From an optimization exercise on the open Yosys and OpenROAD flow, aimed at small area, a short achievable clock period and few clock cycles; shortcuts taken in it are not production practice.
In this exercise RTL edits were held to simulation tests only and were not proved equivalent to the original.
Power figures rest on the tool's default switching activity, not on a simulated workload.

## trial 34
Design brv32p_core, start of the top module:
module brv32p_core (
  input  logic        clk,
  input  logic        rst_n,
  output logic [31:0] imem_addr,
  output logic        imem_rd,
  input  logic [31:0] imem_rdata,
  input  logic        imem_ready,
  output logic [31:0] dmem_addr,
  output logic        dmem_rd,
  output logic        dmem_wr,
  output logic [1:0]  dmem_width,
  output logic        dmem_sign_ext,
  output logic [31:0] dmem_wdata,
  input  logic [31:0] dmem_rdata,
  input  logic        dmem_ready
);
  logic m_rdq, m_wrq;
  logic adv;
  assign adv = imem_ready & ~((m_rdq | m_wrq) & ~dmem_ready);
  logic redirect;
  logic [31:0] redir_pc;
  logic md_hold, load_use, id_hold;
  assign id_hold = md_hold | load_use;
  logic [31:1] pc_if;
  assign imem_addr = {pc_if, 1'b0};
  assign imem_rd   = 1'b1;
  logic [31:0] raw;
  assign raw = imem_rdata;
  logic is_c_if;
  logic [31:0] instr_exp;
  logic        illegal_c_unused;
  compressed_decoder u_cdec (
    .instr_in      (raw),
    .instr_out     (instr_exp),
    .is_compressed (is_c_if),
    .illegal_c     (illegal_c_unused)
  );
  logic        pred_if;
  logic [31:1] pc_other, pc_d;
  assign pc_other = redirect ? redir_pc[31:1] : pc_if;
  fetch_next u_fnext (
    .raw      (raw),
    .pc       (pc_if),
    .pc_other (pc_other),
    .go       (!redirect & !id_hold),
    .pred     (pred_if),
    .pc_d     (pc_d)
  );
  always_ff @(posedge clk or negedge rst_n) begin
    if (!rst_n)
      pc_if <= 31'b0;
    else if (adv)
      pc_if <= pc_d;
  end
  logic [6:0] fo;
  logic [2:0] ff3;
  logic       f_br, f_store, f_reg, f_sys, f_trap;
  ...
Size: roughly 170 I/O pins, ~0.099 mm² of cells after synthesis.
clock: 15.0 ns
lec_check: 0
cap_margin: 20
core_margin: 2
core_utilization: 45
cts_buf_list: sky130_fd_sc_hd__clkbuf_8
place_density: 0.6
slew_margin: 20
synth_hierarchical: 1
standard.sh (not shown) runs the stock make flow with config.mk's settings and CLKGATE_MAP_FILE= SYNTH_SCRIPT=/design/flow/synth_recipe.tcl, a recipe that flattens the netlist after the stock synthesis.
==> flow/flow/run.sh <==
#!/bin/bash
set -euo pipefail
MARGIN=${MARGIN:-10}
bash standard.sh synth > synth.log 2>&1
bash standard.sh SETUP_SLACK_MARGIN=$MARGIN "BUFFER_PORTS_ARGS=-buffer_cell sky130_fd_sc_hd__buf_4" finish > layout.log 2>&1
Testbench counts of trial 34, summed over its fixed seeds: cycles 513,230.
Input changes introduced in build 51 (baseline for comparison: trial 34):
--- a/flow/design.v
+++ b/flow/design.v
@@ -347,16 +347,15 @@
   logic [4:0] fra, frb;
   logic       hit;
   assign rem_n = op[1];
   assign hit   = fz && op[2] && op[0] && ra == fra && rb == frb &&
                  !(wb_we && (wb_wa == ra || wb_wa == rb));
   logic fin;
-  logic in_out;    
-  assign fin  = in_out || (ph == PH_IDLE && hit);
+  assign fin  = (ph == PH_OUT) || (ph == PH_IDLE && hit);
   assign hold = req && !fin;
-  assign result = (in_out ? out_l : !rem_n) ? L : H;
+  assign result = ((ph == PH_IDLE) ? !rem_n : out_l) ? L : H;
   logic is_div, dsgn, a_neg, b_neg, b_zero;
   assign is_div = op[2];
   assign dsgn   = ~op[0];
   assign a_neg  = dsgn & a[31];
   assign b_neg  = dsgn & b[31];
   assign b_zero = (b == 32'b0);
@@ -370,36 +369,28 @@
     else if (wb_we && (wb_wa == fra || wb_wa == frb))
       fz <= 1'b0;
   end
   always_ff @(posedge clk or negedge rst_n) begin
     if (!rst_n) begin
       ph <= PH_IDLE;
-      in_out <= 1'b0;
     end else if (en) begin
-      in_out <= 1'b0;
       case (ph)
         PH_IDLE: if (req && !hit) begin
           if (!is_div)
             ph <= (op[1:0] == 2'b00) ? PH_MUL : PH_MULH;
           else if (b_zero)
             ph <= PH_DIV;
           else
             ph <= a_neg ? PH_NEGA : (b_neg ? PH_NEGB : PH_DIV);
         end
         PH_NEGA: ph <= negb_pend ? PH_NEGB : PH_DIV;
         PH_NEGB: ph <= PH_DIV;
-        PH_DIV:  if (cnt == 6'd1) begin
-                   ph <= neg_res ? PH_NEGR : PH_OUT;
-                   in_out <= !neg_res;
-                 end
-        PH_NEGR: begin ph <= PH_OUT; in_out <= 1'b1; end
-        PH_MUL:  if (mul_last) begin ph <= PH_OUT; in_out <= 1'b1; end
-        PH_MULH: if (cnt == 6'd0) begin
-                   ph <= fixb ? PH_MUL : PH_OUT;
-                   in_out <= !fixb;
-                 end
+        PH_DIV:  if (cnt == 6'd1) ph <= neg_res ? PH_NEGR : PH_OUT;
+        PH_NEGR: ph <= PH_OUT;
+        PH_MUL:  if (mul_last) ph <= PH_OUT;
+        PH_MULH: if (cnt == 6'd0) ph <= fixb ? PH_MUL : PH_OUT;
         default: ph <= PH_IDLE;
       endcase
     end
   end
   always_ff @(posedge clk) begin
     if (en) begin
@@ -549,12 +540,13 @@
                     (f_br & (ff3[2:1] == 2'b01)) |
                     !((fo == 7'b0110111) | pf_auipc | (fo == 7'b1101111) | (fo == 7'b1100111) |
                       f_br | (fo == 7'b0000011) | f_store | (fo == 7'b0010011) | f_reg |
                       (fo == 7'b0001111) | f_sys);
   logic        id_valid;
   logic        id_rb, id_auipc, id_store, id_br, id_use1, id_use2, id_trap, id_jal;
+  logic [31:1] id_s1, id_s2;    
   logic [31:2] id_instr;
   logic [31:1] id_pc;
   logic        id_c, id_pred;
   always_ff @(posedge clk or negedge rst_n) begin
     if (!rst_n)
       id_valid <= 1'b0;
@@ -572,12 +564,16 @@
       id_store <= f_store;
       id_br    <= f_br;
       id_use1  <= pf_use1;
       id_use2  <= pf_use2;
       id_trap  <= f_trap;
       id_jal   <= pf_jal;
+      for (int i = 1; i < 32; i++) begin
+        id_s1[i] <= (instr_exp[19:15] == 5'(i));
+        id_s2[i] <= (instr_exp[24:20] == 5'(i));
+      end
     end
   end
   logic [31:0] ins;
   assign ins = {id_instr, 2'b11};
   logic [6:0] opc;
   logic [2:0] f3;
@@ -675,14 +671,14 @@
   end
   logic [31:0] rs1_r, rs2_r, rs1_v, rs2_v;
   always_comb begin
     rs1_r = 32'b0;
     rs2_r = 32'b0;
     for (int i = 1; i < 32; i++) begin
-      rs1_r = rs1_r | (regs[i] & {32{rs1 == 5'(i)}});
-      rs2_r = rs2_r | (regs[i] & {32{rs2 == 5'(i)}});
+      rs1_r = rs1_r | (regs[i] & {32{id_s1[i]}});
+      rs2_r = rs2_r | (regs[i] & {32{id_s2[i]}});
     end
   end
   assign rs1_v = (rf_we && rf_wa == rs1) ? rf_wd : rs1_r;
   assign rs2_v = (rf_we && rf_wa == rs2) ? rf_wd : rs2_r;
   logic e_rfwe, e_load;
   logic [4:0] e_rd, e_ra, e_rb;
@@ -780,16 +776,13 @@
   end
   assign sh_r = 32'($signed({e_sarith & !e_sleft & opa[31], sh_in}) >>> alub[4:0]);
   always_comb begin
     for (int i = 0; i < 32; i++) shv[i] = e_sleft ? sh_r[31 - i] : sh_r[i];
   end
   logic taken;
-  logic blt, bltu;
-  assign bltu  = (opa < alub);
-  assign blt   = ($signed(opa) < $signed(alub));
-  assign taken = (e_f3[2] ? (e_f3[1] ? bltu : blt) : eq) ^ e_f3[0];
+  assign taken = (e_f3[2] ? (e_f3[1] ? ltu : lt) : eq) ^ e_f3[0];
   logic        mie_b, mpie_b;
   logic [31:0] csr_mie, csr_mscratch, csr_mcause, csr_mtval;
   logic [31:2] csr_mtvec;
   logic [31:1] csr_mepc;
   logic        v_mie, v_mtvec, v_mscratch, v_mepc, v_mcause, v_mtval;
   logic [31:0] mtvec_q, mepc_q;
==> comparison <==
Fmax | build 51 vs trial 34 | build 51 slower. Trial 34 has a lower count of cells along the worst register-to-register path than build 51. As of build 51, average instance area after synthesis had risen by a few percent compared to trial 34. Per the comparison of build 51 with trial 34, number of vias in the routed layout shrank by 0.57%; detailed-routed wire length on met2 has decreased; power went down; clock network power moved up; number of non-clock buffers in the layout went up. Final core utilization for build 51 is higher than for trial 34. Compared to trial 34, build 51 shows a narrower setup margin. Looking at total wire length, build 51 sits about 0.64% lower than trial 34 does.
Testbench counts of build 51, summed over its fixed seeds: cycles 513,230.

==> static timing again, ports no longer ideal <==
Ports are ideal in the flow. The routed layouts listed here were re-timed in OpenROAD.
Step 1, drivers: a clkbuf_16 drives clk and a buf_2 each remaining input, both assumed.
Step 2 adds t to the input delays and takes it off the output delays; t is the mean of the earliest and latest rising clock arrival at the registers after step 1. Input paths then give back, and output paths get back, about the clock's delay inside the block.
Slacks: ideal / step 1 / step 2; pairs: ideal / step 1.
run	t, ns	setup WS [ns]	clock arrival spread, ns
trial 34	1.145	9.653 / 9.653 / 9.016	0.150 / 0.150
build 51	1.150	9.583 / 9.583 / 8.922	0.159 / 0.159
After both steps every run listed still meets setup and hold. For build 51, which loses most, drivers alone change the setup slack by 0.000 ns; drivers and shift together by -0.661 ns.
